Context: an optimization exercise on an open-source flow, tuned for small area, a short achievable clock period and few clock cycles. The choices shown serve that exercise and are no tape-out recipe.
Where RTL was checked, it was by simulation tests only, not by an equivalence proof against the original.
Function not checked in runs 1, 2 and 6: the RTL went through the layout flow alone.
No activity file was given, so power comes from the tool's default toggle rates.

### flow/config.mk
export PLATFORM = sky130hd
export DESIGN_NAME = CHIP
export DESIGN_NICKNAME = CHIP
export VERILOG_FILES = /design/flow/design.v
export SDC_FILE = /design/flow/constraint.sdc
export NUM_CORES = 8
export LEC_CHECK = 0
export ABC_CLOCK_PERIOD_IN_PS = 4000
export CAP_MARGIN = 20
export CORE_MARGIN = 2
export CORE_UTILIZATION = 40
export SETUP_SLACK_MARGIN = 5.0
export SLEW_MARGIN = 20
### flow/constraint.sdc
create_clock -name core_clock -period 9.0 [get_ports {clk}]
set_input_delay 1.8000 -clock core_clock [delete_from_list [all_inputs] [get_ports {clk}]]
set_output_delay 1.8000 -clock core_clock [all_outputs]
set_load 0.01 [all_outputs]
### flow/design.v
module CHIP (
    clk, rst_n,
    mem_read_D, mem_write_D, mem_addr_D, mem_wdata_D, mem_rdata_D, mem_ready_D,
    mem_read_I, mem_write_I, mem_addr_I, mem_wdata_I, mem_rdata_I, mem_ready_I,
    DCACHE_addr, DCACHE_wdata, DCACHE_wen
);
    input          clk, rst_n;
    output         mem_read_D;
    output         mem_write_D;
    output [31:4]  mem_addr_D;
    output [127:0] mem_wdata_D;
    input  [127:0] mem_rdata_D;
    input          mem_ready_D;
    output         mem_read_I;
    output         mem_write_I;
    output [31:4]  mem_addr_I;
    output [127:0] mem_wdata_I;
    input  [127:0] mem_rdata_I;
    input          mem_ready_I;
    output [29:0]  DCACHE_addr;
    output [31:0]  DCACHE_wdata;
    output         DCACHE_wen;
    localparam IIB = 2;               
    localparam IW  = 2;               
    localparam IS  = 1 << IIB;
    localparam ISB = 10;              
    localparam ITW = ISB - IIB;       
    localparam DL  = 4;               
    localparam DSB = 10;              
    localparam DTW = DSB;
    localparam MS_IDLE = 2'd0, MS_REQ = 2'd1, MS_WAIT = 2'd2;
    reg  [29:0] pc;                  
    reg         d_v;                 
    reg  [31:0] d_ir;
    reg  [29:0] d_pc1;               
    reg         e_v;                 
    reg  [4:0]  e_sa;                
    reg  [31:0] e_yv;                
    reg         e_sub, e_sra, e_srl, e_bne;
    reg         e_osum, e_olog, e_osh, e_oslt, e_olnk;    
    reg  [1:0]  e_lop;
    reg         e_fw;                
    reg  [29:0] e_alt;               
    reg         e_pt;                
    reg  [29:0] ras;                 
    reg  [31:0] e_a, e_b;
    reg  [4:0]  e_rd;
    reg         e_we, e_ld, e_st, e_br, e_jr;
    reg  [31:0] m_res;               
    reg  [31:0] m_sd;
    reg  [4:0]  m_rd;
    reg         m_we, m_ld, m_st, m_fw;
    reg  [31:0] w_val;               
    reg  [4:0]  w_rd;
    reg         w_we;
    reg  [31:0] rf [1:31];
    reg  [31:1] rv;                  
    wire freeze;                     
    reg  [127:0]   ic_data  [0:IW*IS-1];
    reg  [ITW-1:0] ic_tag   [0:IW*IS-1];
    reg            ic_valid [0:IW*IS-1];
    reg  [IS-1:0]  ic_lru;           
    reg  [27-ISB:0] ic_seg;          
    reg  [1:0]  is_st;
    reg         i_req;
    reg  [27:0] i_addr;
    wire [27:0]    f_line = pc[29:2];
    wire [IIB-1:0] f_idx  = f_line[IIB-1:0];
    wire [ITW-1:0] f_tag  = f_line[ISB-1:IIB];
    wire           f_sh   = (f_line[27:ISB] == ic_seg);
    function [31:0] word_of;
        input [127:0] l;
        input [1:0]   w;
        begin
            case (w)
                2'd0: word_of = l[31:0];
                2'd1: word_of = l[63:32];
                2'd2: word_of = l[95:64];
                default: word_of = l[127:96];
            endcase
        end
    endfunction
    wire f_h0 = f_sh & ic_valid[f_idx] & (ic_tag[f_idx] == f_tag);
    wire f_h1;
    reg  [31:0] f_w0, f_w1r;
    integer fi;
    always @(*) begin
        f_w0  = 32'd0;
        f_w1r = 32'd0;
        for (fi = 0; fi < IS*4; fi = fi + 1) begin
            f_w0  = f_w0  | ({32{pc[IIB+1:0] == fi}} & ic_data[fi / 4][32*(fi % 4) +: 32]);
            f_w1r = f_w1r | ({32{pc[IIB+1:0] == fi}} & ic_data[(IW - 1) * IS + fi / 4][32*(fi % 4) +: 32]);
        end
    end
    wire [31:0] f_w1;
    generate if (IW == 2) begin : g_iw2
        assign f_h1 = f_sh & ic_valid[IS + f_idx] & (ic_tag[IS + f_idx] == f_tag);
        assign f_w1 = f_w1r;
    end else begin : g_iw1
        assign f_h1 = 1'b0;
        assign f_w1 = 32'd0;
    end endgenerate
    wire f_hit = f_h0 | f_h1;
    wire f_byp = (is_st == MS_WAIT) & mem_ready_I & (i_addr == f_line);
    wire [31:0] f_ir = f_h1 ? f_w1 : (f_h0 ? f_w0 : word_of(mem_rdata_I, pc[1:0]));
    wire f_ok = f_hit | f_byp;
    wire [29:0] f_pc1 = pc + 30'd1;
    wire [IIB-1:0] n_idx  = f_idx + 1'b1;
    wire           n_cy   = &f_idx;
    wire [ITW-1:0] f_tag1 = f_tag + 1'b1;
    wire           n_out  = n_cy & (&f_tag);               
    wire [27:0]    n_line = {f_line[27:ISB], n_cy ? f_tag1 : f_tag, n_idx};
    wire n_h0 = ic_valid[n_idx] & (n_cy ? (ic_tag[n_idx] == f_tag1) : (ic_tag[n_idx] == f_tag));
    wire n_h1;
    generate if (IW == 2) begin : g_nw2
        assign n_h1 = ic_valid[IS + n_idx] & (n_cy ? (ic_tag[IS + n_idx] == f_tag1) : (ic_tag[IS + n_idx] == f_tag));
    end else begin : g_nw1
        assign n_h1 = 1'b0;
    end endgenerate
    wire n_hit = n_h0 | n_h1;
    wire [5:0] d_op = d_ir[31:26];
    wire [5:0] d_fn = d_ir[5:0];
    wire [4:0] d_rs = d_ir[25:21];
    wire [4:0] d_rt = d_ir[20:16];
    wire [4:0] d_rdf = d_ir[15:11];
    wire d_rtype = (d_op == 6'b000000);
    wire d_jr    = d_rtype & (d_fn[5:1] == 5'b00100);          
    wire d_jalr  = d_rtype & (d_fn == 6'b001001);
    wire d_j     = (d_op == 6'b000010);
    wire d_jal   = (d_op == 6'b000011);
    wire d_br    = (d_op[5:1] == 5'b00010);                   
    wire d_lw    = (d_op == 6'b100011);
    wire d_sw    = (d_op == 6'b101011);
    wire d_imm   = (d_op[5:3] == 3'b001);                     
    wire d_rtalu = d_rtype & ~d_jr;
    wire d_ret   = d_rtype & (d_fn == 6'b001000);              
    wire d_use_rs = ~(d_j | d_jal) & ~(d_rtype & (d_fn[5:2] == 4'b0000));   
    wire d_use_rt = d_rtype | d_br | d_sw;
    wire [4:0] d_rd  = d_jal ? 5'd31 : (d_rtype ? d_rdf : d_rt);
    wire       d_we  = (d_rtalu | d_jalr | d_jal | d_imm | d_lw) & (d_rd != 5'd0);
    wire [29:0] d_btgt = d_pc1 + {{14{d_ir[15]}}, d_ir[15:0]};
    wire [29:0] d_jtgt = {d_pc1[29:26], d_ir[25:0]};
    wire        d_bpt  = d_br & d_ir[15];                      
    reg  [31:0] d_rfs, d_rft;
    integer r;
    always @(*) begin
        d_rfs = 32'd0;
        d_rft = 32'd0;
        for (r = 1; r < 32; r = r + 1) begin
            d_rfs = d_rfs | ({32{(d_rs == r) & rv[r]}} & rf[r]);
            d_rft = d_rft | ({32{(d_rt == r) & rv[r]}} & rf[r]);
        end
    end
    wire [31:0] d_rsv = (w_we & (w_rd == d_rs) & (d_rs != 5'd0)) ? w_val : d_rfs;
    wire [31:0] d_rtv = (w_we & (w_rd == d_rt) & (d_rt != 5'd0)) ? w_val : d_rft;
    wire [2:0] d_code = d_rtype ? d_fn[2:0] : (d_op[5] ? 3'b000 : d_op[2:0]);
    wire d_sub = (d_code == 3'b010);                           
    wire d_slt = d_sub & (~d_rtype | d_fn[3]);
    wire d_shf = d_rtype & ~d_fn[5];
    wire d_ui  = (d_op[5:2] == 4'b0011);                       
    wire d_fam = e_v & e_fw & (e_rd == d_rs);
    wire d_faw = m_we & (m_rd == d_rs);
    wire d_fbm = e_v & e_fw & (e_rd == d_rt);
    wire d_fbw = m_we & (m_rd == d_rt);
    wire        d_ryv = d_rtype & ~d_jalr;
    wire [31:0] d_iml = (d_jal | d_jalr) ? {d_pc1, 2'b00} : {{16{~d_ui & d_ir[15]}}, d_ir[15:0]};
    wire d_haz = d_v & ((e_ld & ((d_use_rs & (e_rd == d_rs)) | (d_use_rt & (e_rd == d_rt)))) |
                        (pl_v & ((d_use_rs & (d_rs == pl_rd)) | (d_use_rt & (d_rt == pl_rd)) | (d_we & (d_rd == pl_rd)))));
    wire [31:0] e_fa = e_a;
    wire [31:0] e_fb = e_b;
    wire [31:0] e_y  = e_yv;
    wire [31:0] e_sum = e_fa + (e_sub ? ~e_y : e_y) + {31'd0, e_sub};
    wire e_lt = $signed(e_fa) < $signed(e_y);
    wire [4:0] e_sh = e_sa;
    wire [31:0] e_shr = $signed({e_sra & e_fb[31], e_fb}) >>> e_sh;
    wire [31:0] e_shl = e_fb << e_sh;
    reg  [31:0] e_log;
    always @(*) begin
        case (e_lop)
            2'd0: e_log = e_fa & e_y;
            2'd1: e_log = e_fa | e_y;
            2'd2: e_log = e_fa ^ e_y;
            default: e_log = ~(e_fa | e_y);
        endcase
    end
    wire [31:0] e_res = ({32{e_olnk}} & e_y) |
                        ({32{e_osh}}  & (e_srl ? e_shr : e_shl)) |
                        {31'd0, e_oslt & e_lt} |
                        ({32{e_olog}} & e_log) |
                        ({32{e_osum}} & e_sum);
    wire e_eq  = (e_fa == e_fb);
    wire e_tk  = e_bne ? ~e_eq : e_eq;
    wire e_mis = e_v & e_br & (e_tk != e_pt);
    wire e_red = e_mis | (e_v & e_jr & ~(e_pt & (e_fa[31:2] == e_alt)));
    wire [29:0] e_tgt = e_jr ? e_fa[31:2] : e_alt;
    reg  [127:0]   dc_data  [0:DL-1];
    reg  [DTW-1:0] dc_tag   [0:DL-1];
    reg            dc_valid [0:DL-1];
    reg            dc_dirty [0:DL-1];
    reg  [2:0]     dc_lru;           
    reg  [27-DSB:0] dc_seg;          
    localparam D_IDLE = 3'd0, D_RREQ = 3'd1, D_RWAIT = 3'd2, D_WB1 = 3'd3, D_WB2 = 3'd4, D_WWAIT = 3'd5;
    reg  [2:0]     ds_st;
    reg            dm_rd, dm_wr;
    reg  [27:0]    dm_addr;
    reg  [1:0]     d_vi;             
    reg            d_wb;             
    reg  [27:0]    d_wba;            
    reg  [127:0]   d_wbuf;           
    reg            d_fl;             
    reg            d_st;             
    reg            d_pl;             
    reg            pl_v;             
    reg            pl_w;             
    reg  [4:0]     pl_rd;
    reg  [31:0]    pl_d;
    reg  [1:0]     ps_wo;            
    reg  [31:0]    ps_d;             
    wire [27:0]    m_line = m_res[31:4];
    wire [DTW-1:0] m_tag  = m_line[DSB-1:0];
    wire           m_sh   = (m_line[27:DSB] == dc_seg);
    wire [1:0]     m_wo   = m_res[3:2];
    reg  [DL-1:0]  m_hw;             
    reg  [31:0]    m_hv;             
    reg  [1:0]     m_hl;             
    integer mi;
    always @(*) begin
        m_hv = 32'd0;
        m_hl = 2'd0;
        for (mi = 0; mi < DL; mi = mi + 1) begin
            m_hw[mi] = m_sh & dc_valid[mi] & (dc_tag[mi] == m_tag);
            m_hv = m_hv | ({32{m_hw[mi]}} & word_of(dc_data[mi], m_wo));
            if (m_hw[mi]) m_hl = mi;
        end
    end
    wire m_hit = |m_hw;
    wire m_acc = m_ld | m_st;
    wire d_idle = (ds_st == D_IDLE);
    wire d_busy = (ds_st == D_RREQ) | (ds_st == D_RWAIT) | (ds_st == D_WB1) | (ds_st == D_WB2);
    wire d_rdy  = (ds_st == D_RWAIT) & mem_ready_D;
    wire m_rel  = m_ld & ~pl_v & ~(e_v & e_we & (e_rd == m_rd)) &
                  ~(d_v & ((d_use_rs & (d_rs == m_rd)) | (d_use_rt & (d_rt == m_rd)) | (d_we & (d_rd == m_rd))));
    wire d_go   = d_rdy & ~d_st & ~d_pl;                   
    assign freeze = m_acc & ((m_st & d_busy) | (~m_hit & ~((m_st | m_rel) & d_idle & m_sh) & ~d_go));
    wire m_pend = m_ld & ~m_hit & ~d_go;                         
    wire [31:0] m_ldv = d_go ? word_of(mem_rdata_D, m_wo) : m_hv;
    function [2:0] lru_touch;
        input [2:0] b;
        input [1:0] l;
        begin
            lru_touch = b;
            lru_touch[0] = ~l[1];
            if (l[1]) lru_touch[2] = ~l[0];
            else      lru_touch[1] = ~l[0];
        end
    endfunction
    reg            f_any;
    reg  [1:0]     f_dl;
    integer q;
    always @(*) begin
        f_any = 1'b0;
        f_dl  = 2'd0;
        for (q = DL-1; q >= 0; q = q - 1)
            if (dc_valid[q] & dc_dirty[q]) begin
                f_any = 1'b1;
                f_dl  = q;
            end
    end
    wire [1:0] m_vi = ~dc_valid[0] ? 2'd0 : ~dc_valid[1] ? 2'd1 : ~dc_valid[2] ? 2'd2 : ~dc_valid[3] ? 2'd3 :
                      dc_lru[0] ? {1'b1, dc_lru[2]} : {1'b0, dc_lru[1]};
    wire [127:0] d_new;
    genvar gw;
    generate for (gw = 0; gw < 4; gw = gw + 1) begin : g_merge
        assign d_new[32*gw +: 32] = (d_st & (ps_wo == gw)) ? ps_d : mem_rdata_D[32*gw +: 32];
    end endgenerate
    assign mem_read_D  = dm_rd;
    assign mem_write_D = dm_wr;
    assign mem_addr_D  = dm_addr;
    reg  [127:0] d_wdat;
    integer wi;
    always @(*) begin
        d_wdat = 128'd0;
        for (wi = 0; wi < DL; wi = wi + 1)
            d_wdat = d_wdat | ({128{d_vi == wi}} & dc_data[wi]);
    end
    assign mem_wdata_D = d_wbuf;
    assign DCACHE_wen   = m_st;
    assign DCACHE_addr  = m_res[31:2];
    assign DCACHE_wdata = m_sd;
    assign mem_read_I  = i_req;
    assign mem_write_I = 1'b0;
    assign mem_addr_I  = i_addr;
    assign mem_wdata_I = 128'd0;
    wire [31:0] d_mval = m_ld ? m_ldv : m_res;
    wire [31:0] d_fav  = d_fam ? e_res : (d_faw ? d_mval : d_rsv);
    wire [31:0] d_fbv  = d_fbm ? e_res : (d_fbw ? d_mval : d_rtv);
    wire d_red  = d_v & ~d_haz & (d_j | d_jal | d_bpt | d_ret);
    wire [29:0] d_tgt = d_ret ? ras : (d_br ? d_btgt : d_jtgt);
    integer k;
    always @(posedge clk) begin
        if (!rst_n) begin
            pc   <= 30'd0;
            d_v  <= 1'b0;
            e_v  <= 1'b0;
            e_we <= 1'b0; e_ld <= 1'b0; e_st <= 1'b0; e_br <= 1'b0; e_jr <= 1'b0; e_fw <= 1'b0;
            m_we <= 1'b0; m_ld <= 1'b0; m_st <= 1'b0; m_fw <= 1'b0;
            w_we <= 1'b0;
        end else if (!freeze) begin
            w_we  <= m_we & ~m_pend;
            w_rd  <= m_rd;
            w_val <= m_ld ? m_ldv : m_res;
            m_we  <= e_v & e_we;
            m_fw  <= e_v & e_fw;
            m_ld  <= e_v & e_ld;
            m_st  <= e_v & e_st;
            m_rd  <= e_rd;
            m_res <= e_res;
            m_sd  <= e_fb;
            if (e_red | d_haz | ~d_v) begin
                e_v <= 1'b0;
                e_we <= 1'b0; e_ld <= 1'b0; e_st <= 1'b0; e_br <= 1'b0; e_jr <= 1'b0; e_fw <= 1'b0;
            end else begin
                e_v  <= 1'b1;
                e_we <= d_we;
                e_ld <= d_lw;
                e_st <= d_sw;
                e_br <= d_br;
                e_jr <= d_jr;
                e_fw <= d_we & ~d_lw;
            end
            e_sa  <= d_ir[10:6];
            e_yv  <= d_ryv ? d_fbv : d_iml;
            e_sub <= d_sub;
            e_sra <= d_fn[0];
            e_srl <= d_fn[1];
            e_lop <= d_code[1:0];
            e_olnk <= d_jal | d_jalr;
            e_osh  <= d_shf & ~d_jalr;
            e_oslt <= d_slt;
            e_olog <= d_code[2] & ~d_shf & ~d_jal & ~d_jalr;
            e_osum <= ~d_code[2] & ~d_slt & ~d_shf & ~d_jal & ~d_jalr;
            e_bne <= d_op[0];
            e_alt <= d_ret ? ras : (d_bpt ? d_pc1 : d_btgt);
            e_pt  <= d_bpt | d_ret;
            if (d_v & ~d_haz & ~e_red & (d_jal | d_jalr)) ras <= d_pc1;
            e_a   <= d_fav;
            e_b   <= d_fbv;
            e_rd  <= d_rd;
            if (!d_haz) begin
                d_ir  <= f_ir;
                d_pc1 <= f_pc1;
            end
            if (e_red) begin
                pc  <= e_tgt;
                d_v <= 1'b0;
            end else if (d_haz) begin
            end else if (d_red) begin
                pc  <= d_tgt;
                d_v <= 1'b0;
            end else begin
                d_v <= f_ok;
                if (f_ok) pc <= f_pc1;
            end
        end
    end
    wire        pl_wr = pl_w & ~w_we;                  
    wire        rf_we = w_we | pl_wr;
    wire [4:0]  rf_wa = w_we ? w_rd : pl_rd;
    wire [31:0] rf_wd = w_we ? w_val : pl_d;
    always @(posedge clk) begin
        if (rf_we) rf[rf_wa] <= rf_wd;
    end
    always @(posedge clk) begin
        if (!rst_n) rv <= 31'd0;
        else if (rf_we && rf_wa != 5'd0) rv[rf_wa] <= 1'b1;
    end
    wire i_redirect = ~freeze & d_red;
    wire i_dem  = ~f_hit & ~i_redirect;
    wire i_pref = f_hit & ~n_hit & ~n_out & ~i_redirect;
    wire i_ivw  = (IW == 2) ? (~ic_valid[i_addr[IIB-1:0]] ? 1'b0 : ~ic_valid[IS + i_addr[IIB-1:0]] ? 1'b1 : ic_lru[i_addr[IIB-1:0]]) : 1'b0;
    always @(posedge clk) begin
        if (!rst_n) begin
            is_st <= MS_IDLE;
            i_req <= 1'b0;
            for (k = 0; k < IW*IS; k = k + 1) ic_valid[k] <= 1'b0;
            ic_lru <= {IS{1'b0}};
        end else begin
            if (IW == 2 && f_hit) ic_lru[f_idx] <= ~f_h1;
            case (is_st)
                MS_IDLE: begin
                    i_addr <= f_hit ? n_line : f_line;
                    if (i_dem | i_pref) begin
                        i_req  <= 1'b1;
                        is_st  <= MS_REQ;
                    end
                end
                MS_REQ: begin
                    i_req <= 1'b0;
                    is_st <= MS_WAIT;
                end
                default: begin
                    if (mem_ready_I) begin
                        is_st <= MS_IDLE;
                        if (i_addr[27:ISB] != ic_seg) begin
                            ic_seg <= i_addr[27:ISB];
                            for (k = 0; k < IW*IS; k = k + 1) ic_valid[k] <= 1'b0;
                        end
                        if (IW == 2) begin
                            ic_data [{i_ivw, i_addr[IIB-1:0]}] <= mem_rdata_I;
                            ic_tag  [{i_ivw, i_addr[IIB-1:0]}] <= i_addr[ISB-1:IIB];
                            ic_valid[{i_ivw, i_addr[IIB-1:0]}] <= 1'b1;
                            ic_lru[i_addr[IIB-1:0]] <= ~i_ivw;
                        end else begin
                            ic_data [i_addr[IIB-1:0]] <= mem_rdata_I;
                            ic_tag  [i_addr[IIB-1:0]] <= i_addr[ISB-1:IIB];
                            ic_valid[i_addr[IIB-1:0]] <= 1'b1;
                        end
                    end
                end
            endcase
        end
    end
    always @(posedge clk) begin
        if (!rst_n) begin
            ds_st <= D_IDLE;
            dm_rd <= 1'b0;
            dm_wr <= 1'b0;
            d_fl   <= 1'b0;
            pl_v   <= 1'b0;
            pl_w   <= 1'b0;
            dc_seg <= {(28-DSB){1'b0}};
            for (k = 0; k < DL; k = k + 1) dc_valid[k] <= 1'b0;
            dc_lru <= 3'd0;
        end else begin
            if (m_acc && m_hit && !(m_st && d_busy)) begin
                dc_lru <= lru_touch(dc_lru, m_hl);
                if (m_st) begin
                    dc_dirty[m_hl] <= 1'b1;
                    case (m_wo)
                        2'd0: dc_data[m_hl][31:0]   <= m_sd;
                        2'd1: dc_data[m_hl][63:32]  <= m_sd;
                        2'd2: dc_data[m_hl][95:64]  <= m_sd;
                        default: dc_data[m_hl][127:96] <= m_sd;
                    endcase
                end
            end
            if (pl_wr) begin
                pl_v <= 1'b0;
                pl_w <= 1'b0;
            end
            if (d_idle && m_ld && !m_hit && m_sh && m_rel && !freeze) begin
                pl_v  <= 1'b1;
                pl_rd <= m_rd;
            end
            if (d_rdy && d_pl) begin
                pl_w <= 1'b1;
                pl_d <= word_of(mem_rdata_D, ps_wo);
            end
            case (ds_st)
                D_IDLE: begin
                    if (m_acc && !m_sh) begin
                        if (f_any) begin
                            d_vi   <= f_dl;
                            d_wba  <= {dc_seg, dc_tag[f_dl]};
                            d_fl   <= 1'b1;
                            ds_st  <= D_WB1;
                        end else begin
                            dc_seg <= m_line[27:DSB];
                            for (k = 0; k < DL; k = k + 1) dc_valid[k] <= 1'b0;
                        end
                    end else if (m_acc && !m_hit) begin
                        dm_rd   <= 1'b1;
                        dm_addr <= m_line;
                        d_vi    <= m_vi;
                        d_wb    <= dc_valid[m_vi] & dc_dirty[m_vi];
                        d_wba   <= {dc_seg, dc_tag[m_vi]};
                        d_st    <= m_st;
                        d_pl    <= m_rel;
                        ps_wo   <= m_wo;
                        ps_d    <= m_sd;
                        ds_st   <= D_RREQ;
                    end
                end
                D_RREQ: begin
                    dm_rd <= 1'b0;
                    ds_st <= D_RWAIT;
                end
                D_RWAIT: begin
                    if (mem_ready_D) begin
                        if (d_wb) begin
                            ds_st <= D_WB1;
                        end else begin
                            ds_st <= D_IDLE;
                            dc_data [d_vi] <= d_new;
                            dc_tag  [d_vi] <= dm_addr[DSB-1:0];
                            dc_valid[d_vi] <= 1'b1;
                            dc_dirty[d_vi] <= d_st;
                            dc_lru <= lru_touch(dc_lru, d_vi);
                        end
                    end
                end
                D_WB1: begin
                    dm_wr   <= 1'b1;
                    dm_addr <= d_wba;
                    d_wba   <= dm_addr;
                    d_wbuf  <= d_wdat;
                    ds_st   <= D_WB2;
                end
                D_WB2: begin
                    dm_wr  <= 1'b0;
                    if (!d_fl) begin
                        dc_data [d_vi] <= d_new;
                        dc_tag  [d_vi] <= d_wba[DSB-1:0];
                        dc_valid[d_vi] <= 1'b1;
                        dc_dirty[d_vi] <= d_st;
                        dc_lru <= lru_touch(dc_lru, d_vi);
                    end
                    ds_st <= D_WWAIT;
                end
                default: begin
                    if (mem_ready_D) begin
                        ds_st <= D_IDLE;
                        if (d_fl) begin
                            d_fl <= 1'b0;
                            dc_dirty[d_vi] <= 1'b0;
                        end
                    end
                end
            endcase
        end
    end
endmodule
### flow/run.sh
#!/bin/bash
# synth_recipe.tcl (not shown) runs the flow's synth.tcl, then flattens the netlist and writes it again
# the make line also repeats each setting of config.mk as NAME=value (left out here)
make -C /OpenROAD-flow-scripts/flow DESIGN_CONFIG=/design/flow/config.mk WORK_HOME=/design/flow/orfs CLKGATE_MAP_FILE= SYNTH_SCRIPT=/design/flow/synth_recipe.tcl finish
==> results of run 1 <==
## sequential cells by signal, indices dropped and copies added (netlist names), 30 cells and up, named ones only
register and flops:
ic_tag 64, e_yv 32, e_b 32, e_alt 30
pl_d 32, d_wbuf 128, m_sd 32, pc 30
m_res 32, ps_d 32, dc_data 512, w_val 32
rf 992, d_ir 32, ic_data 1024, ras 30
dc_tag 40, d_pc1 30, e_a 32, rv 31
## cell families after synthesis
| group | share of synthesized area, % |
|---|---|
| other | 0.00236 |
| AO/OA/AOI/OAI | 13.8 |
| buffers and inverters | 3.37 |
| XOR/XNOR | 2.10 |
| multiplexers | 7.75 |
| flip-flops | 63.7 |
| AND/OR/NAND/NOR | 7.76 |
| adder cells (fa/ha/maj) | 1.47 |
## area by class of cell
class	instances	area [um2]	area share, %
Timing Repair Buffer	1018	9970	5.39
Tap cell	5242	6560	3.54
Antenna cell	36	90.1	0.0487
Inverter	196	747	0.404
Multi-Input combinational cell	6965	55000	29.7
Clock buffer	436	9450	5.11
Sequential cell	3413	101000	54.7
Clock inverter	211	2100	1.13
## cells in the final DEF, fill, tap and decap left out, types with 104 or more instances in the layout
cell             count
xor2_1             127
buf_4              398
a21oi_1            329
clkbuf_16          364
nand4_1            203
edfxtp_1          3284
o21ai_0            226
xnor2_1            251
nand2_1            904
nand3_1            225
ha_1               178
mux2i_1            145
a31oi_1            196
mux2_2             130
nor3_1             150
conb_1             129
nor2_1             449
a222oi_1           105
inv_1              189
a221oi_1           180
a22o_1             179
a22oi_1           1113
mux4_2             415
a211oi_1           104
dfxtp_1            123
clkdlybuf4s50_1    500
## metal layers
metal	GRT usage, %	routed length (um)	vias to the layer above
met1	41.9	237000	59900
met3	11.4	104000	2568
li1	-	-	46800
met5	0.0242	537	-
met2	46.5	282000	11000
met4	20.5	53100	82
## worst paths after layout
kind,end
worst max-delay path,e_yv[4]
worst min-delay path,e_fw
worst max register to register,e_yv[4]
worst min register to register,e_fw
## repair_timing
action / CTS / global route
setup endpoints to repair: 1530 / 846
hold buffers: 0 / 0
cloned: 18 / 0
setup buffers: 122 / 51
resized for setup: 231 / 146
pin swaps: 28 / 17
hold endpoints to repair: 0 / 0
## critical path: stages (launching register included)
cell and delay (ns):
edfxtp_1 0.57, xnor2_1 0.25, nand4_1 0.17, nor4_4 0.44, buf_8 0.26, and3_2 0.22
buf_8 0.39, a22oi_1 0.46, and3_1 0.35, o31ai_4 0.41, a211oi_1 0.17, a211oi_1 0.25
## report_power, final
group          total, mW  switching, mW  internal [mW]
Combinational       2.91           1.80           1.11
Sequential          17.7          0.209           17.5
Clock               14.9           6.48           8.37
Total               35.5           8.50           27.0
## stage by stage
| stage | hold WS (ns) | cell area, um2 |
|---|---|---|
| finish | 0.460 | 185000 |
| global route | 0.477 | 185000 |
| CTS | 0.460 | 184000 |
| detailed placement | 0.453 | 170000 |
| global placement | 0.447 | 170000 |
| floorplan | 0.406 | 159000 |
==> results.txt, run 1 <==
run status timing/DRC/antenna clean; Yosys top cell by area edfxtp_1; Fin Setup TNS 0 ns; die width about 630 um; die area just over 0.4 mm2; Layout Skew between 0.09 and 0.1 ns; routed vias/inst a little under 7; CP Data Arrival Time approximately 5.0 ns; ys flop type edfxtp_1; Fill cells around 34000; Worst R2R Path Depth 11; initial DRC count about 23000; CTS max path bufs 4; cell count after synthesis 11500; Slew HR 21.1%; RSZ-0062 raised after global routing yes; GR Overflow Total 0; Reg clk slew, reported paths ~0.060 ns; FF-to-FF setup slack ~4.8 ns; core area 0.396 mm2; io pins 639; WL/cell between 30 and 40 um; IO buf count about 510; fin util 46.8%; max cap viols 0; CTS H-Tree Depth 5; Layout Area Growth over Synthesis 16.6%; CTS buffer count between 300 and 400; dpl ws around 3.1 ns; register bit total from synthesis between 3000 and 4000; # nets final 12400; top post-synthesis cells by area edfxtp_1 (62%), mux4_2 (5.9%), a22oi_1 (5.3%); Fin. Hold Viols 0; Routed Wire Length roughly 680000 um; worst r2r src m_res[15]; Max Clk Rate 239 MHz; HPWL after DPL ~410000 um; final worst path period share between 40 and 50%; clock latency on the worst-skew pair 1.01 ns; Vias ~120k; Setup-failing EPs final 0; hold path start e_fw; largest net degree at the start of global routing roughly 140; dpl cells ~17000; GPL Wtd Cong 1.01; warnings from Yosys 1; global-route wire length before repair around 920000 um; crit path launch type flop; number of antenna-violating nets in the routed design 0; PD cells ~190 mW/mm2; most frequent cell after synthesis edfxtp_1; number of synthesized flops with an enable pin between 3000 and 4000; Detailed Routing Iterations Pass 1 13; Initial Utilization around two fifths; Vert. Die Dim 634 um; worst path required time 9.82 ns; Total Power 35.5 mW; Distinct cells, synth ~110; Synth top area share 62.1%; fin worst setup slack a little under 5 ns; CTS tree yes; share of layout cells above drive strength 1 16.6%; VDD IR-drop max ~170 uV; initial antenna violation count 80; GRT Resource Usage Total about a third; Slew @ Worst Pin around 1.2 ns; vias in the first global route roughly 110k; min cycle time layout between 4 and 5 ns; register area share after synthesis around 64%; mapped cell area between 0.15 and 0.2 mm2; worst setup path startpoint m_res[15]; Commonest cells post-synth edfxtp_1 (3284), a22oi_1 (1114), nand2_1 (912); CTS Sinks roughly 3400; CTS root buf clkbuf_16; min-delay worst type reg2reg; WS Path Type reg2reg; Post-synth ARST share 0%; post-route non-filler standard cell count between 15000 and 20000; CP max FO 29; synthesized area per cell 13.9 um2; Setup crit end kind flop; Min-Delay Path Depth 2; FP Rows 231; DRC viols 0; Pleak 60.6 nW; Max Slew Vio Count 0
==> run 2, diff against run 1 <==
--- a/flow/config.mk
+++ b/flow/config.mk
@@ -10,3 +10,3 @@
 export CORE_MARGIN = 2
-export CORE_UTILIZATION = 40
+export CORE_UTILIZATION = 45
 export SETUP_SLACK_MARGIN = 5.0
==> run 2 against run 1 <==
  * Still clean on timing, DRC and antenna
  * Combinational power down 4%
  * Worst setup slack lost 0.043 ns
  * Sequential cell count unchanged
  * Final area down 0.20%
  * Via count barely moved
  * Final cell count fell by 3.5%
  * Total power increased by 0.29%
  * Maximum frequency is 1.0% lower
  * Area after synthesis stayed put
  * Hold slack improved by 0.0056 ns
  * Non-clock buffer count rose by 19
  * Utilization grew 5.7 points
  * Critical endpoint is now e_a[11]
  * Largest cell class unchanged
  * Highest routed layer unchanged
==> results.txt, run 2 <==
worst-path cell chain nor2b_1, and3_2, buf_4, a22oi_1, and4_1, nand4_1, nor4_2, a211oi_1, a211oi_1, nor2_1; most frequent cell after synthesis edfxtp_1; min-delay worst type reg2reg; ys flop type edfxtp_1; worst path required time roughly 9.8 ns; PD cells 193 mW/mm2; max reg flops 1024; crit path launch type flop; fin util 52.5%; top post-synthesis cells by area edfxtp_1 (62%), mux4_2 (5.9%), a22oi_1 (5.3%); min cycle time layout roughly 4.2 ns; synthesized area per cell about 14 um2; most frequent cells in the layout edfxtp_1 (3284), a22oi_1 (1114), nand2_1 (905); VDD IR-drop max 195 uV; most frequent CP cell a211oi_1; GPL Wtd Cong approximately 1.0; Pleak about 61 nW; Post-Synth XOR/XNOR Area between 2 and 2.5%; Synth Area in Adders under 10%; global-route wire length before repair a little over 900000 um; CTS max path bufs 4; Slew HR 23.3%; CTS H-Tree Depth 5; clock latency on the worst-skew pair 1.00 ns; number of synthesized flops with an enable pin 3284; Fin Setup TNS 0 ns; Commonest cells post-synth edfxtp_1 (3284), a22oi_1 (1114), nand2_1 (912); largest net degree at the start of global routing 140; initial DRC count 24700; io pins approximately 640; Max Slew Vio Count 0; Layout Area Growth over Synthesis 16.3%; Vert. Die Dim about 600 um; Distinct cells, synth ~110; dpl ws slightly above 3 ns; Synth Area in Simple Gates approximately 7.8%; share of layout cells above drive strength 1 between 10% and 20%; CTS root buf clkbuf_16; fin worst setup slack around 4.8 ns; register bit total from synthesis ~3400; # nets final 12400; Setup crit end kind flop; register area share after synthesis around 64%; Compound-Gate Fraction of Synth Area ~14%; run status timing/DRC/antenna clean; GRT Resource Usage Total about 37%; WL/cell approximately 40 um; Detailed Routing Iterations Pass 1 10; final worst path period share 47.0%; die width 598 um; Synth top area share roughly 62%; Initial Utilization a little under half; Vias between 100k and 150k; Fin. Hold Viols 0; cell count after synthesis roughly 11000; WS Path Type reg2reg; worst hold slack 0.465 ns; Reg clk slew, reported paths roughly 0.06 ns; warnings from Yosys 1; CTS tree yes; mux share of post-synthesis cell area between 7 and 8%; post-route non-filler standard cell count roughly 17000; Max Clk Rate roughly 240 MHz; HPWL after DPL ~410000 um; number of antenna-violating nets in the routed design 0; main combinational cell family by area after synthesis compound AO/OA/AOI/OAI gates; commonest non-fill, non-tap cell in the layout edfxtp_1; CTS buffer count between 300 and 400; Slew @ Worst Pin approximately 1.1 ns; Routed Wire Length slightly below 700000 um; DRC viols 0; FP Rows 218; initial antenna violation count 68; RSZ-0062 raised after global routing yes; core area 0.352 mm2; dpl cells about 16000; delay-heaviest family, CP simple AND/OR/NAND/NOR gates; Yosys top cell by area edfxtp_1; Critical Path Max Stage Delay 0.74 ns; routed vias/inst a little over 7; max cap viols 0; die area roughly 0.36 mm2; Layout Skew 0.0991 ns; vias in the first global route 114000; Critical path buffers and inverters 1; CP Data Arrival Time slightly above 5 ns; CP max FO 22; Setup-failing EPs final 0; Crit-path slowest cell buf_4; Post-synth ARST share 0%; CTS Sinks around 3400; IO buf count 509; GR Overflow Total 0; mapped cell area 0.159 mm2
run 2: cell families after synthesis:
family	Yosys count
AOI/OAI and AO/OA	2995
xor gates and xnor gates	380
adders and majority gates	185
buffers and inverters	1222
DFF	3413
muxes	694
other	1
and+or+nand+nor	2573
run 2: layer usage:
| metal | part of all wire [%] | routed length, um | GRT usage (%) | vias to the layer above |
|---|---|---|---|---|
| met5 | 0.070 | 478 | 0 | - |
| met4 | 8.3 | 56200 | 24.7 | 76 |
| met3 | 15 | 103000 | 11.8 | 2500 |
| met2 | 42 | 285000 | 52.8 | 11300 |
| met1 | 35 | 235000 | 47.7 | 59600 |
| li1 | - | - | - | 46800 |
run 2: stage by stage:
step | cell area (um2) | power, mW
CTS | 183000 | 35.4
floorplan | 159000 | 19.5
finish | 185000 | 35.6
global placement | 169000 | 20.5
detailed placement | 169000 | 20.5
global route | 185000 | 36.3
run 2: what timing repair did:
action,CTS,global route
endpoints found under the setup margin,1227,975
pin swaps,44,25
cloned,16,7
buffers inserted,124,70
hold buffers,0,0
gates resized for setup,283,120
endpoints found under the hold margin,0,0
run 2: path summary, 6_finish.rpt:
check / start / endpoint / slack [ns] / cells past startpoint
max reg2reg: d_ir[25] / e_a[11] / 4.77 / 10
max: d_ir[25] / e_a[11] / 4.77 / 10
min reg2reg: e_we / e_we / 0.47 / 2
min: e_we / e_we / 0.47 / 2
run 2: final cells by class:
class                      instances  area, um2
antenna                           27       67.6
clock buffer                     448       9520
clock inverter                   206       2170
fill                           28900     167000
inverter                         196        747
multi-input combinational       6964      55000
sequential                      3413     101000
tap                             4620       5780
timing repair buffer            1037      10200
timing repair inverter             1       5.00
run 2: where the power goes:
part	leakage (nW)	total, mW	switching, mW	internal, mW
sequential	30.9	17.7	0.239	17.5
clock	5.67	15.0	6.48	8.56
combinational	24.2	2.79	1.73	1.06
total	60.8	35.6	8.45	27.1
run 2: tightest hold or removal path, cell delays in order, from the launching register on:
cell,delay [ns]
dfxtp_1,0.31
nand2_1,0.06
a21oi_1,0.05
==> run 3, diff against run 2 <==
--- a/flow/design.v
+++ b/flow/design.v
@@ -61,2 +61,3 @@
     reg            ic_valid [0:IW*IS-1];
+    reg  [3:0]     ic_jr    [0:IW*IS-1];    
     reg  [IS-1:0]  ic_lru;           
@@ -243,3 +244,4 @@
     wire d_go   = d_rdy & ~d_st & ~d_pl;                   
-    assign freeze = m_acc & ((m_st & d_busy) | (~m_hit & ~((m_st | m_rel) & d_idle & m_sh) & ~d_go));
+    wire d_sblk = m_st & d_busy & (~m_hit | (m_hl == d_vi));    
+    assign freeze = m_acc & (d_sblk | (~m_hit & ~((m_st | m_rel) & d_idle & m_sh) & ~d_go));
     wire m_pend = m_ld & ~m_hit & ~d_go;                         
@@ -378,3 +380,10 @@
     wire i_dem  = ~f_hit & ~i_redirect;
-    wire i_pref = f_hit & ~n_hit & ~n_out & ~i_redirect;
+    wire [3:0] i_jrm;
+    genvar gj;
+    generate for (gj = 0; gj < 4; gj = gj + 1) begin : g_jr
+        assign i_jrm[gj] = (mem_rdata_I[32*gj+26 +: 6] == 6'd0) & (mem_rdata_I[32*gj +: 6] == 6'b001000);
+    end endgenerate
+    wire [3:0] f_jrm = f_h1 ? ic_jr[IS + f_idx] : ic_jr[f_idx];
+    wire       f_jmp = |(f_jrm & (4'b1111 << pc[1:0]));
+    wire i_pref = f_hit & ~n_hit & ~n_out & ~i_redirect & ~f_jmp;
     wire i_ivw  = (IW == 2) ? (~ic_valid[i_addr[IIB-1:0]] ? 1'b0 : ~ic_valid[IS + i_addr[IIB-1:0]] ? 1'b1 : ic_lru[i_addr[IIB-1:0]]) : 1'b0;
@@ -411,2 +420,3 @@
                             ic_valid[{i_ivw, i_addr[IIB-1:0]}] <= 1'b1;
+                            ic_jr   [{i_ivw, i_addr[IIB-1:0]}] <= i_jrm;
                             ic_lru[i_addr[IIB-1:0]] <= ~i_ivw;
@@ -416,2 +426,3 @@
                             ic_valid[i_addr[IIB-1:0]] <= 1'b1;
+                            ic_jr   [i_addr[IIB-1:0]] <= i_jrm;
                         end
@@ -434,3 +445,3 @@
         end else begin
-            if (m_acc && m_hit && !(m_st && d_busy)) begin
+            if (m_acc && m_hit && !d_sblk) begin
                 dc_lru <= lru_touch(dc_lru, m_hl);
--- a/flow/config.mk
+++ b/flow/config.mk
@@ -7,6 +7,6 @@
 export LEC_CHECK = 0
-export ABC_CLOCK_PERIOD_IN_PS = 4000
+export ABC_CLOCK_PERIOD_IN_PS = 3000
 export CAP_MARGIN = 20
 export CORE_MARGIN = 2
-export CORE_UTILIZATION = 45
+export CORE_UTILIZATION = 40
 export SETUP_SLACK_MARGIN = 5.0
==> run 3 against run 2 <==
  * Still clean
  * Clock power rose by 3%
  * Synthesized cell count barely moved
  * Area after synthesis rose by 1.3%
  * First-iteration DRC count fell by 5.5%
  * Die area rose by 14%
  * Final cell count rose by 4.4%
  * Critical path depth rose by 2
  * Clock skew fell by 0.028 ns
  * Routed wire length rose by 2.3%
  * Largest cell class unchanged
  * Largest power group unchanged
==> results.txt, run 3 <==
Vias approximately 120k; min cycle time layout 4.18 ns; Yosys top cell by area edfxtp_1; CTS root buf clkbuf_16; PD cells about 190 mW/mm2; WS Path Type reg2reg; Routed Wire Length approximately 700000 um; run status timing/DRC/antenna clean; warnings from Yosys 1; CTS buffer count about 370; dpl ws 2.73 ns; CTS H-Tree Depth 5; Setup-failing EPs final 0; CP Data Arrival Time 5.02 ns; synthesized area per cell 14.0 um2; Post-synth ARST share 0%; share of layout cells above drive strength 1 17.2%; number of antenna-violating nets in the routed design 0; Critical Path Max Stage Delay roughly 0.59 ns; Reg clk slew, reported paths ~0.070 ns; final worst path period share between 40 and 50%; Initial Utilization approximately two fifths; Synth top area share 61.9%; worst-path cell chain buf_4, nor2b_2, and3_4, buf_6, a22o_1, a221oi_1, nand4_1, nor3_2, a211oi_1, a21oi_1, o21ai_0, a2bb2oi_1; # nets final 12500; fin worst setup slack about 4.8 ns; ys flop type edfxtp_1; top post-synthesis cells by area edfxtp_1 (62%), mux4_2 (6.0%), a22oi_1 (2.8%); most frequent cells in the layout edfxtp_1 (3316), a21oi_1 (845), nor2_1 (655); Slew @ Worst Pin ~1.2 ns; number of synthesized flops with an enable pin 3316; worst path required time roughly 9.8 ns; Slew HR 17.5%; Fin. Hold Viols 0; Commonest cells post-synth edfxtp_1 (3316), a21oi_1 (861), clkbuf_1 (720); max reg flops just over 1000; clock latency on the worst-skew pair between 1 and 1.5 ns; routed vias/inst just under 7; dpl cells 16700; most frequent cell after synthesis edfxtp_1; max cap viols 0; VDD IR-drop max ~210 uV; switching power 8.48 mW; register bit total from synthesis approximately 3400; Comb pwr share between 7 and 8%; post-route non-filler standard cell count around 18000; register area share after synthesis a little under two thirds; initial DRC count about 23000; WL/cell roughly 39 um; Layout Area Growth over Synthesis 18.1%; largest net degree at the start of global routing roughly 120; FP Rows approximately 230; CTS tree yes; Layout Skew ~0.07 ns; Setup crit end kind flop; cell count after synthesis ~11000; Sw Ratio 23.6%; GR Overflow Total 0; vias in the first global route 115000; die width between 600 and 700 um; CP max FO 22; Pleak approximately 63 nW; Fin Setup TNS 0 ns; initial antenna violation count 46; GPL Wtd Cong 0.987; min-delay worst type reg2reg; CTS Sinks approximately 3400; Distinct cells, synth 97; Max Clk Rate around 240 MHz; global-route wire length before repair approximately 940000 um; CTS max path bufs 4; Crit-path slowest cell a211oi_1; RSZ-0062 raised after global routing yes; HPWL after DPL about 420000 um; io pins approximately 640; fin util between 40% and 50%; Detailed Routing Iterations Pass 1 13; Clock Power Share 43.2%; GRT Resource Usage Total 32.8%; Seq pwr share around half; mapped cell area ~0.16 mm2; IO buf count 509; core area approximately 0.40 mm2; commonest non-fill, non-tap cell in the layout edfxtp_1; crit path launch type flop; die area between 0.4 and 0.5 mm2; internal power approximately 27 mW; DRC viols 0; Vert. Die Dim 638 um; Max Slew Vio Count 0
run 3: cell count changes after synthesis, sizes merged, moves of 32 or more:
cell / before / now
a21oi: 354 / 861
a221oi: 183 / 459
a22o: 179 / 456
a22oi: 1114 / 595
a31oi: 208 / 56
and3: 143 / 96
buf: 446 / 310
clkbuf: 580 / 720
edfxtp: 3284 / 3316
mux2i: 148 / 310
nand2: 912 / 392
nor2: 516 / 707
nor3: 175 / 143
o21ai: 246 / 211
run 3: through the flow:
step | hold slack (ns) | total power, mW | area [um2]
finish | 0.481 | 35.8 | 190000
global route | 0.509 | 36.6 | 190000
CTS | 0.478 | 35.8 | 188000
detailed placement | 0.468 | 20.3 | 172000
global placement | 0.466 | 20.3 | 172000
floorplan | 0.406 | 19.4 | 161000
run 3: path summary, 6_finish.rpt:
path / from / endpoint / slack [ns] / depth (start not counted)
setup reg to reg: d_ir[20] / e_yv[19] / 4.82 / 12
hold / removal: e_we / e_we / 0.48 / 2
setup / recovery: d_ir[20] / e_yv[19] / 4.82 / 12
hold reg to reg: e_we / e_we / 0.48 / 2
run 3: routing by layer:
layer  part of all wire, %  vias up  GRT usage (%)
met5                 0.038        -              0
li1                      -    47400              -
met1                    36    61000           43.0
met2                    43    10800           48.7
met4                   7.1       36           18.2
met3                    14     2388           9.72
run 3: cell type report:
type                    instances  area [um2]
diodes                         23        57.6
clock buffers                 441        9690
clock inverters               247        2450
fillers                     34400      210000
inverters                     209         886
multi-input cells            6923       56600
flip-flops and latches       3445      102000
well taps                    5265        6590
repair buffers               1093       11400
repair inverters                3        26.3
run 3: repair_timing:
action,4_1_cts,5_1_grt
resized for setup,368,203
pin swaps,43,55
endpoints found under the hold margin,0,0
gates cloned,34,13
hold buffers,0,0
setup buffers,170,65
endpoints found under the setup margin,1863,1450
run 3: logic make-up (layout without fill, tap and decap cells):
kind of cell / after synthesis / after routing / synth area share [%]
AOI/OAI and AO/OA: 3296 / 3297 / 14.7
xor gates and xnor gates: 384 / 384 / 2.09
adders and majority gates: 186 / 186 / 1.46
buffers and inverters: 1239 / 1993 / 3.30
DFF: 3445 / 3445 / 63.5
muxes: 856 / 856 / 8.77
other: 1 / 152 / 0.00233
and+or+nand+nor: 2067 / 2071 / 6.14
run 3: power by group through the flow:
stage          sequential, mW  clock (mW)  combinational, mW
3_3_place_gp             18.2           0               2.09
4_1_cts                  17.8        15.5               2.39
2_1_floorplan            18.1           0               1.27
6_report                 17.8        15.5               2.53
3_5_place_dp             18.2           0               2.10
5_1_grt                  17.8        16.2               2.64
run 3: critical path: cells and delay by family, from the launching register on:
kind / cells / cell delay (ns)
AO/OA/AOI/OAI: 6 / 1.55
buffers and inverters: 2 / 0.84
flip-flops: 1 / 0.33
AND/OR/NAND/NOR: 4 / 1.28
Testbench counts of run 3, summed over its fixed seeds: cycles 19,420.
==> run 4, diff against run 3 <==
--- a/flow/config.mk
+++ b/flow/config.mk
@@ -7,3 +7,3 @@
 export LEC_CHECK = 0
-export ABC_CLOCK_PERIOD_IN_PS = 3000
+export ABC_CLOCK_PERIOD_IN_PS = 4000
 export CAP_MARGIN = 20
@@ -13 +13,2 @@
 export SLEW_MARGIN = 20
+export TNS_END_PERCENT = 20
==> run 4 against run 3 <==
  * Worst setup slack got worse by 0.16 ns
  * First-iteration DRC count up 1.1%
  * Clock skew grew 0.0073 ns
  * Die area did not move
  * Sequential share of layout area up 0.76 points
  * Sequential power about the same
  * Critical path depth decreased by 11
  * Via count down 1.0%
==> results.txt, run 4 <==
Max Slew Vio Count 0; ys flop type edfxtp_1; Detailed Routing Iterations Pass 1 14; Slew HR between 10% and 20%; CTS Sinks approximately 3400; Critical path buffers and inverters 1; GR Overflow Total 0; max cap viols 0; number of synthesized flops with an enable pin 3316; CTS buffer count 374; hold buffer count at CTS 0; mapped cell area 0.161 mm2; warnings from Yosys 1; Comb pwr share around 6.4%; Reg clk slew, reported paths approximately 0.06 ns; routed vias/inst about 6.9; Post-Synth XOR/XNOR Area 2.09%; core area approximately 0.40 mm2; internal power about 28 mW; # nets final 12300; Commonest cells post-synth edfxtp_1 (3316), a21oi_1 (861), clkbuf_1 (720); run status timing/DRC/antenna clean; Total Power 36.0 mW; die area slightly above 0.4 mm2; GPL Wtd Cong 0.987; Layout Skew approximately 0.08 ns; Layout Area Growth over Synthesis 16.4%; fin util 46.8%; vias in the first global route between 100k and 150k; Vias about 120k; CTS H-Tree Depth 5; Yosys top cell by area edfxtp_1; initial DRC count around 24000; WL/cell 38.6 um; min-delay worst type reg2reg; dpl cell area between 0.15 and 0.2 mm2; number of antenna-violating nets in the routed design 0; cell count after synthesis 11500; WS Path Type reg2out; min cycle time layout 4.34 ns; Routed Wire Length between 600000 and 700000 um; CTS root buf clkbuf_16; main combinational cell family by area after synthesis compound AO/OA/AOI/OAI gates; Sw Ratio 23.3%; Finished Cell Area ~0.19 mm2; die width approximately 640 um; clock latency on the worst-skew pair ~1.0 ns; Distinct cells, synth 97; Synth Area in Adders under 10%; Compound-Gate Fraction of Synth Area 14.7%; final worst path period share about half; CP max FO 6; Slew @ Worst Pin between 1 and 1.5 ns; most frequent cell after synthesis edfxtp_1; global-route wire length before repair 919000 um; Synth Area in Simple Gates under 10%; CTS max path bufs 4; initial antenna violation count 53; top post-synthesis cells by area edfxtp_1 (62%), mux4_2 (6.0%), a22oi_1 (2.8%); worst-path cell chain clkdlybuf4s50_1; RSZ-0062 raised after global routing yes; delay-heaviest family, CP flip-flops; Fin Setup TNS 0 ns; Synth top area share between 60% and 70%; CP Data Arrival Time about 2.5 ns; Seq pwr share approximately half; Clock Power Share between 40% and 50%; largest net degree at the start of global routing 133; Pleak 61.7 nW; io pins about 640; Max Clk Rate about 230 MHz; dpl ws about 3 ns; GRT Resource Usage Total a little under a third; IO buf count a little over 500; max reg flops 1024; mux share of post-synthesis cell area between 8 and 9%; Setup-failing EPs final 0; most frequent cells in the layout edfxtp_1 (3316), a21oi_1 (850), nor2_1 (659); Setup crit end kind output port; CTS tree yes; register bit total from synthesis 3445; Post-synth ARST share 0%; Initial Utilization about two fifths; synthesized area per cell ~14 um2; Critical Path Max Stage Delay ~0.76 ns; VDD IR-drop max around 180 uV; share of layout cells above drive strength 1 approximately 15%; worst path required time 7.20 ns; FP Rows about 230; DRC viols 0; register area share after synthesis 63.5%; commonest non-fill, non-tap cell in the layout edfxtp_1; switching power approximately 8.4 mW; crit path launch type flop; Crit-path slowest cell edfxtp_1; HPWL after DPL a little over 400000 um; Vert. Die Dim between 600 and 700 um; Fin. Hold Viols 0; PD cells 192 mW/mm2; fin worst setup slack between 4 and 5 ns
==> run 4: cell counts after synthesis <==
No cell type changed its count.
==> run 4: path summary, 6_finish.rpt <==
check        startpoint  slack [ns]  cells past startpoint              end
max reg2reg    d_ir[23]        4.67                     11           e_a[7]
max           m_res[31]        4.66                      1  DCACHE_addr[29]
min reg2reg      rv[20]        0.48                      1           rv[20]
min              rv[20]        0.48                      1           rv[20]
==> run 4: area by class of cell <==
| type | count | area [um2] |
|---|---|---|
| Sequential cell | 3445 | 102000 |
| Timing Repair Buffer | 919 | 9190 |
| Fill cell | 34500 | 213000 |
| Tap cell | 5265 | 6590 |
| Clock inverter | 230 | 2580 |
| Timing Repair inverter | 3 | 25.0 |
| Antenna cell | 30 | 75.1 |
| Clock buffer | 464 | 9920 |
| Inverter | 209 | 881 |
| Multi-Input combinational cell | 6921 | 55800 |
==> run 4: cells by family (layout without fill, tap and decap cells) <==
kind of cell,after synthesis,in the layout
compound gates,3296,3298
buf+inv,1239,1825
xor+xnor,384,384
flops,3445,3445
other cells,1,159
fa+ha+maj,186,186
simple gates,2067,2068
mux,856,856
==> run 4: metal layers <==
layer | global-route usage, % | routed length, um | share of wire, %
met3 | 10.6 | 100000 | 15
met1 | 41.0 | 238000 | 35
met4 | 18.9 | 49900 | 7.4
met2 | 46.9 | 288000 | 43
met5 | 0.0473 | 299 | 0.044
==> run 4: timing repair <==
action / CTS / global route
resized for setup: 224 / 98
setup buffers: 80 / 16
gates cloned: 11 / 5
endpoints found under the setup margin: 1797 / 1737
pin swaps: 16 / 10
endpoints found under the hold margin: 0 / 0
==> run 4: metrics by stage <==
| step | std cells | hold WS, ns |
|---|---|---|
| 6_report | 17500 | 0.482 |
| 3_5_place_dp | 16700 | 0.467 |
| 2_1_floorplan | 11600 | 0.406 |
| 5_1_grt | 17500 | 0.510 |
| 4_1_cts | 17400 | 0.481 |
| 3_3_place_gp | 16600 | 0.457 |
==> run 4: power groups by stage <==
| stage | clock network, mW | registers (mW) | logic (mW) |
|---|---|---|---|
| 2_1_floorplan | 0 | 18.1 | 1.27 |
| 3_3_place_gp | 0 | 18.2 | 2.04 |
| 3_5_place_dp | 0 | 18.2 | 2.07 |
| 4_1_cts | 15.9 | 17.9 | 2.20 |
| 5_1_grt | 16.5 | 17.9 | 2.40 |
| 6_report | 15.8 | 17.9 | 2.29 |
==> run 5, diff against run 4 <==
--- a/flow/config.mk
+++ b/flow/config.mk
@@ -13,2 +13 @@
 export SLEW_MARGIN = 20
-export TNS_END_PERCENT = 20
==> run 5 against run 4 <==
  * Count of clock-buffer cells in the layout fell by 23
  * Area after synthesis did not move
  * Routed wire length rose by 2.8%
  * Synthesized cell count did not move
  * Sequential power barely moved
  * Sequential share of layout area fell by 0.76 points
  * Combinational power rose by about 10%
  * Clock power barely moved
  * Global-route usage rose by 0.90 points
  * Register-to-register slack improved by 0.15 ns
  * Die area did not move
  * Maximum frequency rose by 3.8%
  * Critical path type is now reg2reg
  * Highest routed layer unchanged
==> results.txt, run 5 <==
DRC viols 0; Synth top area share between 60 and 70%; crit path launch type flop; CTS tree yes; Slew @ Worst Pin 1.24 ns; Total Power around 36 mW; FF-to-FF setup slack 4.82 ns; CP max FO 22; multi-input logic area around 0.057 mm2; Detailed Routing Iterations Pass 1 13; top post-synthesis cells by area edfxtp_1 (62%), mux4_2 (6.0%), a22oi_1 (2.8%); HPWL after DPL around 420000 um; internal power 27.4 mW; final worst path period share between 40% and 50%; register bit total from synthesis around 3400; routed vias/inst 6.89; synthesized area per cell roughly 14 um2; initial antenna violation count 46; Max Clk Rate roughly 240 MHz; Max Slew Vio Count 0; Reg clk slew, reported paths around 0.070 ns; run status timing/DRC/antenna clean; CTS root buf clkbuf_16; worst hold slack 0.481 ns; Crit-path slowest cell a211oi_1; Critical path buffers and inverters 2; die area between 0.4 and 0.5 mm2; Fill cells about 34000; max reg flops between 1000 and 1500; Reg area a little over 0.1 mm2; worst path required time between 9 and 10 ns; mapped cell area between 0.15 and 0.2 mm2; switching power around 8.5 mW; Sw Ratio 23.6%; Initial Utilization about two fifths; delay-heaviest family, CP compound AO/OA/AOI/OAI gates; # nets final between 10000 and 15000; Commonest cells post-synth edfxtp_1 (3316), a21oi_1 (861), clkbuf_1 (720); WL/cell between 30 and 40 um; min cycle time layout about 4.2 ns; Post-synth ARST share 0%; number of antenna-violating nets in the routed design 0; Routed Wire Length 694000 um; Setup-failing EPs final 0; Distinct cells, synth 97; CTS H-Tree Depth 5; initial DRC count around 23000; share of layout cells above drive strength 1 between 15 and 20%; Seq pwr share 49.8%; Layout Area Growth over Synthesis 18.1%; Fin Setup TNS 0 ns; Vert. Die Dim ~640 um; IO buf count roughly 510; Setup crit end kind flop; Critical Path Max Stage Delay 0.59 ns; GR Overflow Total 0; Pleak between 60 and 70 nW; min-delay worst type reg2reg; die width between 600 and 700 um; Layout Skew about 0.07 ns; number of synthesized flops with an enable pin roughly 3300; most frequent cells in the layout edfxtp_1 (3316), a21oi_1 (845), nor2_1 (655); CTS buffer count about 370; WS Path Type reg2reg; CTS Sinks about 3400; Slew HR ~18%; register area share after synthesis 63.5%; io pins between 600 and 700; worst-path cell chain buf_4, nor2b_2, and3_4, buf_6, a22o_1, a221oi_1, nand4_1, nor3_2, a211oi_1, a21oi_1, o21ai_0, a2bb2oi_1; Fin. Hold Viols 0; Clock Power Share 43.2%; most frequent cell after synthesis edfxtp_1; VDD IR-drop max 211 uV; ys flop type edfxtp_1; cell count after synthesis about 11000; largest net degree at the start of global routing ~120; CP Data Arrival Time between 5 and 6 ns; Yosys top cell by area edfxtp_1; warnings from Yosys 1; max cap viols 0; GRT Resource Usage Total between 30% and 40%; Vias between 100k and 150k; global-route wire length before repair 940000 um; GPL Wtd Cong about 0.99; CTS max path bufs 4; Comb pwr share between 7 and 8%; FP Rows between 200 and 250; hold buffer count at CTS 0; vias in the first global route 115000; PD cells roughly 190 mW/mm2; clock latency on the worst-skew pair 1.01 ns; core area 0.400 mm2; commonest non-fill, non-tap cell in the layout edfxtp_1; RSZ-0062 raised after global routing yes
[run 5: layer usage]
layer / vias to the layer above / part of all wire [%] / GRT usage [%]
li1: 47400 / - / -
met3: 2388 / 14 / 9.72
met1: 61000 / 36 / 43.0
met5: - / 0.038 / 0
met4: 36 / 7.1 / 18.2
met2: 10800 / 43 / 48.7
[run 5: worst paths after layout]
check	cells past startpoint	to	from
hold / removal	2	e_we	e_we
setup reg to reg	12	e_yv[19]	d_ir[20]
setup / recovery	12	e_yv[19]	d_ir[20]
hold reg to reg	2	e_we	e_we
[run 5: layout make-up]
class | count | area share (%)
Clock buffer | 441 | 5.10
Tap cell | 5265 | 3.47
Timing Repair Buffer | 1093 | 6.02
Inverter | 209 | 0.466
Antenna cell | 23 | 0.0303
Sequential cell | 3445 | 53.8
Multi-Input combinational cell | 6923 | 29.8
Timing Repair inverter | 3 | 0.0138
Clock inverter | 247 | 1.29
[run 5: power by group through the flow]
| stage | Combinational (mW) | Sequential [mW] | Clock (mW) |
|---|---|---|---|
| after floorplan | 1.27 | 18.1 | 0 |
| after global placement | 2.09 | 18.2 | 0 |
| after detailed placement | 2.10 | 18.2 | 0 |
| after CTS | 2.39 | 17.8 | 15.5 |
| after global routing | 2.64 | 17.8 | 16.2 |
| final | 2.53 | 17.8 | 15.5 |
[run 5: timing repair]
item,CTS,global route
endpoints found under the setup margin,1863,1450
setup buffers,170,65
pin swaps,43,55
resized for setup,368,203
cloned,34,13
[run 5: metrics by stage]
step / cells / setup WS [ns] / utilization, % / instance area, um2
after global routing: 17600 / 4.87 / 47.5 / 190000
after global placement: 16700 / 2.09 / 43.0 / 172000
after CTS: 17500 / 4.88 / 47.0 / 188000
final: 17600 / 4.82 / 47.5 / 190000
after floorplan: 11600 / 1.75 / - / 161000
after detailed placement: 16700 / 2.73 / 43.0 / 172000
[run 5: kinds of logic after synthesis]
kind of cell | count (synthesis) | synth area share (%)
AO/OA/AOI/OAI | 3296 | 14.7
XOR/XNOR | 384 | 2.09
adder cells (fa/ha/maj) | 186 | 1.46
buffers and inverters | 1239 | 3.30
flip-flops | 3445 | 63.5
multiplexers | 856 | 8.77
other | 1 | 0.00233
AND/OR/NAND/NOR | 2067 | 6.14
[run 5: worst register-to-register path, stage by stage (launching register included)]
cell and delay [ns]:
edfxtp_1 0.33, buf_4 0.32, nor2b_2 0.50, and3_4 0.58, buf_6 0.53, a22o_1 0.24
a221oi_1 0.06, nand4_1 0.13, nor3_2 0.10, a211oi_1 0.60, a21oi_1 0.13, o21ai_0 0.37
a2bb2oi_1 0.18
==> run 6, diff against run 5 <==
--- a/flow/design.v
+++ b/flow/design.v
@@ -33,2 +33,3 @@
     reg         d_v;                 
+    reg         d_pj;                
     reg  [31:0] d_ir;
@@ -62,2 +63,3 @@
     reg  [3:0]     ic_jr    [0:IW*IS-1];    
+    reg  [3:0]     ic_jp    [0:IW*IS-1];    
     reg  [IS-1:0]  ic_lru;           
@@ -298,3 +300,3 @@
     wire [31:0] d_fbv  = d_fbm ? e_res : (d_fbw ? d_mval : d_rtv);
-    wire d_red  = d_v & ~d_haz & (d_j | d_jal | d_bpt | d_ret);
+    wire d_red  = d_v & ~d_haz & ((~d_pj & (d_j | d_jal | d_ret)) | d_bpt);
     wire [29:0] d_tgt = d_ret ? ras : (d_br ? d_btgt : d_jtgt);
@@ -353,2 +355,3 @@
                 d_pc1 <= f_pc1;
+                d_pj  <= f_isj | f_isr;
             end
@@ -363,3 +366,3 @@
                 d_v <= f_ok;
-                if (f_ok) pc <= f_pc1;
+                if (f_ok) pc <= f_nxt;
             end
@@ -380,3 +383,3 @@
     wire i_dem  = ~f_hit & ~i_redirect;
-    wire [3:0] i_jrm;
+    wire [3:0] i_jrm, i_jpm;
     genvar gj;
@@ -384,2 +387,3 @@
         assign i_jrm[gj] = (mem_rdata_I[32*gj+26 +: 6] == 6'd0) & (mem_rdata_I[32*gj +: 6] == 6'b001000);
+        assign i_jpm[gj] = (mem_rdata_I[32*gj+27 +: 5] == 5'b00001);
     end endgenerate
@@ -387,2 +391,6 @@
     wire       f_jmp = |(f_jrm & (4'b1111 << pc[1:0]));
+    wire [3:0] f_jpm = f_h1 ? ic_jp[IS + f_idx] : ic_jp[f_idx];
+    wire       f_isj = f_hit & f_jpm[pc[1:0]];
+    wire       f_isr = f_hit & f_jrm[pc[1:0]] & ~(d_v & (d_jal | d_jalr));
+    wire [29:0] f_nxt = f_isj ? {f_pc1[29:26], f_ir[25:0]} : (f_isr ? ras : f_pc1);
     wire i_pref = f_hit & ~n_hit & ~n_out & ~i_redirect & ~f_jmp;
@@ -421,2 +429,3 @@
                             ic_jr   [{i_ivw, i_addr[IIB-1:0]}] <= i_jrm;
+                            ic_jp   [{i_ivw, i_addr[IIB-1:0]}] <= i_jpm;
                             ic_lru[i_addr[IIB-1:0]] <= ~i_ivw;
@@ -427,2 +436,3 @@
                             ic_jr   [i_addr[IIB-1:0]] <= i_jrm;
+                            ic_jp   [i_addr[IIB-1:0]] <= i_jpm;
                         end
==> run 6 against run 5 <==
  * Still clean
  * Clock skew increased by 0.044 ns
  * Sequential cell count is 33 higher
  * Via count is 2.9% higher
  * Register-to-register slack gained 0.09 ns
  * Worst setup slack got worse by 0.021 ns
  * Critical endpoint is now e_yv[15]
==> results.txt, run 6 <==
Routed met2 length approximately 300000 um; max reg flops approximately 1000; vias in the first global route ~120k; CTS Sinks 3478; RSZ-0062 raised after global routing yes; internal power roughly 28 mW; die area 0.414 mm2; Fin Setup TNS 0 ns; initial antenna violation count 80; Setup crit end kind flop; FF-to-FF setup slack between 4 and 5 ns; routed vias/inst roughly 6.9; Met3 Routed Length between 100000 and 150000 um; worst-path cell chain clkdlybuf4s15_2, nand3b_1, or4_4, buf_16, o211ai_1, o21ai_2, buf_4, a211oi_4, buf_12, o22ai_1; WS Path Type in2reg; synthesized area per cell roughly 14 um2; Fill cells about 35000; core area a little over 0.4 mm2; VDD IR-drop max 197 uV; crit path launch type input pin; warnings from Yosys 1; CP Data Arrival Time roughly 5 ns; CTS H-Tree Depth 5; Clock Power Share between 40 and 50%; top post-synthesis cells by area edfxtp_1 (62%), mux4_2 (6.0%), a22oi_1 (2.9%); Critical path buffers and inverters 4; CTS root buf clkbuf_16; most frequent cell after synthesis edfxtp_1; Slew HR 11.3%; register area share after synthesis 63.1%; final worst path period share between 40% and 50%; mapped cell area between 0.15 and 0.2 mm2; Vert. Die Dim 643 um; Routed Wire Length 709000 um; Slew @ Worst Pin around 1.3 ns; CP max FO 13; worst hold slack ~0.46 ns; Fin. Hold Viols 0; IO buf count around 510; GR Overflow Total 0; run status timing/DRC/antenna clean; min cycle time layout around 4.2 ns; # nets final ~13000; CTS tree yes; Max Slew Vio Count 0; min-delay worst type reg2reg; Seq pwr share approximately half; number of antenna-violating nets in the routed design 0; register bit total from synthesis ~3500; metal1 wirelength ~250000 um; Critical Path Max Stage Delay around 1.1 ns; Initial Utilization approximately 40%; Commonest cells post-synth edfxtp_1 (3349), a21oi_1 (916), clkbuf_1 (711); commonest non-fill, non-tap cell in the layout edfxtp_1; worst path required time 9.71 ns; largest net degree at the start of global routing between 100 and 150; Pleak 64.0 nW; top routing layer in use met5; CTS max path bufs 4; Detailed Routing Iterations Pass 1 10; HPWL after DPL about 420000 um; fin util a little under half; clock latency on the worst-skew pair 1.06 ns; Reg clk slew, reported paths about 0.070 ns; Yosys top cell by area edfxtp_1; Crit-path slowest cell o211ai_1; Layout Area Growth over Synthesis 17.4%; Setup-failing EPs final 0; WL/cell roughly 39 um; cell count after synthesis ~12000; share of layout cells above drive strength 1 ~16%; Vias between 100k and 150k; Layout Skew 0.115 ns; global-route wire length before repair 962000 um; GRT Resource Usage Total 32.8%; Comb pwr share 6.8%; GPL Wtd Cong 0.979; io pins between 600 and 700; most frequent cells in the layout edfxtp_1 (3349), a21oi_1 (899), nor2_1 (663); ys flop type edfxtp_1; FP Rows roughly 230; DRC viols 0; CTS buffer count approximately 370; PD cells roughly 190 mW/mm2; Distinct cells, synth 98; max cap viols 0; die width approximately 640 um; switching power about 8.4 mW; Sw Ratio 23.3%; Synth top area share between 60% and 70%; Max Clk Rate 238 MHz; number of synthesized flops with an enable pin 3349; Post-synth ARST share 0%; delay-heaviest family, CP compound AO/OA/AOI/OAI gates; initial DRC count 24100
[run 6: final timing paths]
check,cells past startpoint,to,from
min,2,e_st,e_st
max reg2reg,10,e_yv[10],d_ir[19]
max,10,e_yv[15],mem_ready_D
min reg2reg,2,e_st,e_st
[run 6: logic make-up after synthesis]
family | after synthesis | share of synthesized area, %
DFF | 3478 | 63.1
xor gates and xnor gates | 380 | 2.04
and+or+nand+nor | 2380 | 6.94
muxes | 811 | 8.36
buffers and inverters | 1274 | 3.33
AOI/OAI and AO/OA | 3378 | 14.8
other | 1 | 0.00230
adders and majority gates | 186 | 1.43
[run 6: area by class of cell]
class	count	area, um2	area share, %
antenna	35	87.6	0.0457
clock buffer	462	9820	5.12
clock inverter	220	2270	1.18
inverter	223	952	0.496
multi-input combinational	7274	57700	30.1
sequential	3478	103000	53.8
tap	5428	6790	3.54
timing repair buffer	1073	11000	5.75
timing repair inverter	4	35.0	0.0183
[run 6: power groups by stage]
stage | Clock (mW) | Sequential, mW | Combinational, mW
after CTS | 15.6 | 18.0 | 2.33
final | 15.5 | 18.0 | 2.44
after floorplan | 0 | 18.3 | 1.29
after detailed placement | 0 | 18.4 | 2.09
after global routing | 16.2 | 18.0 | 2.55
after global placement | 0 | 18.4 | 2.07
[run 6: worst min-delay path: cells and delay by family (launching register included)]
family / cells / cell delay, ns
flip-flops: 1 / 0.31
AND/OR/NAND/NOR: 1 / 0.05
AO/OA/AOI/OAI: 1 / 0.05
[run 6: routing by layer]
metal	vias up	GRT usage (%)
met4	80	20.0
met3	2657	10.5
met5	-	0
met1	62200	42.1
met2	11400	48.5
li1	48700	-
[run 6: repair_timing]
item	CTS	global route
hold buffers	0	0
gates cloned	28	15
resized for setup	350	177
buffers inserted	182	39
setup endpoints to repair	1750	1240
pin swaps	28	32
[run 6: stage by stage]
stage,std cells,power [mW],instance area [um2],worst slack [ns]
after floorplan,12000,19.6,164000,0.525
after global placement,17200,20.5,175000,2.05
after detailed placement,17200,20.5,175000,2.04
after CTS,18100,35.9,190000,4.84
after global routing,18200,36.7,192000,4.94
final,18200,36.0,192000,4.80

-- static timing again, ports no longer ideal --
No port has a modelled driver above. Below, the same layouts with a new extraction and two added sets of constraints. Step 1 assumes that a clkbuf_16 drives the clock port and a buf_2 every other input. Step 2 also shifts input and output timing later by t, the mid clock arrival at the registers, as if the neighbouring blocks saw the same clock. a / b / c = ideal ports / drivers / drivers and shift; a / b = the first two.
run | t (ns) | setup slack, ns
run 1 | 1.083 | 4.816 / 4.816 / 3.984
run 2 | 1.054 | 4.774 / 4.774 / 4.061
run 3 | 1.091 | 4.822 / 4.773 / 3.808
run 4 | 1.085 | 4.663 / 4.549 / 3.590
run 5 | 1.091 | 4.822 / 4.773 / 3.808
run 6 | 1.122 | 4.801 / 4.767 / 3.645
After both steps setup and hold are still met in every run listed.
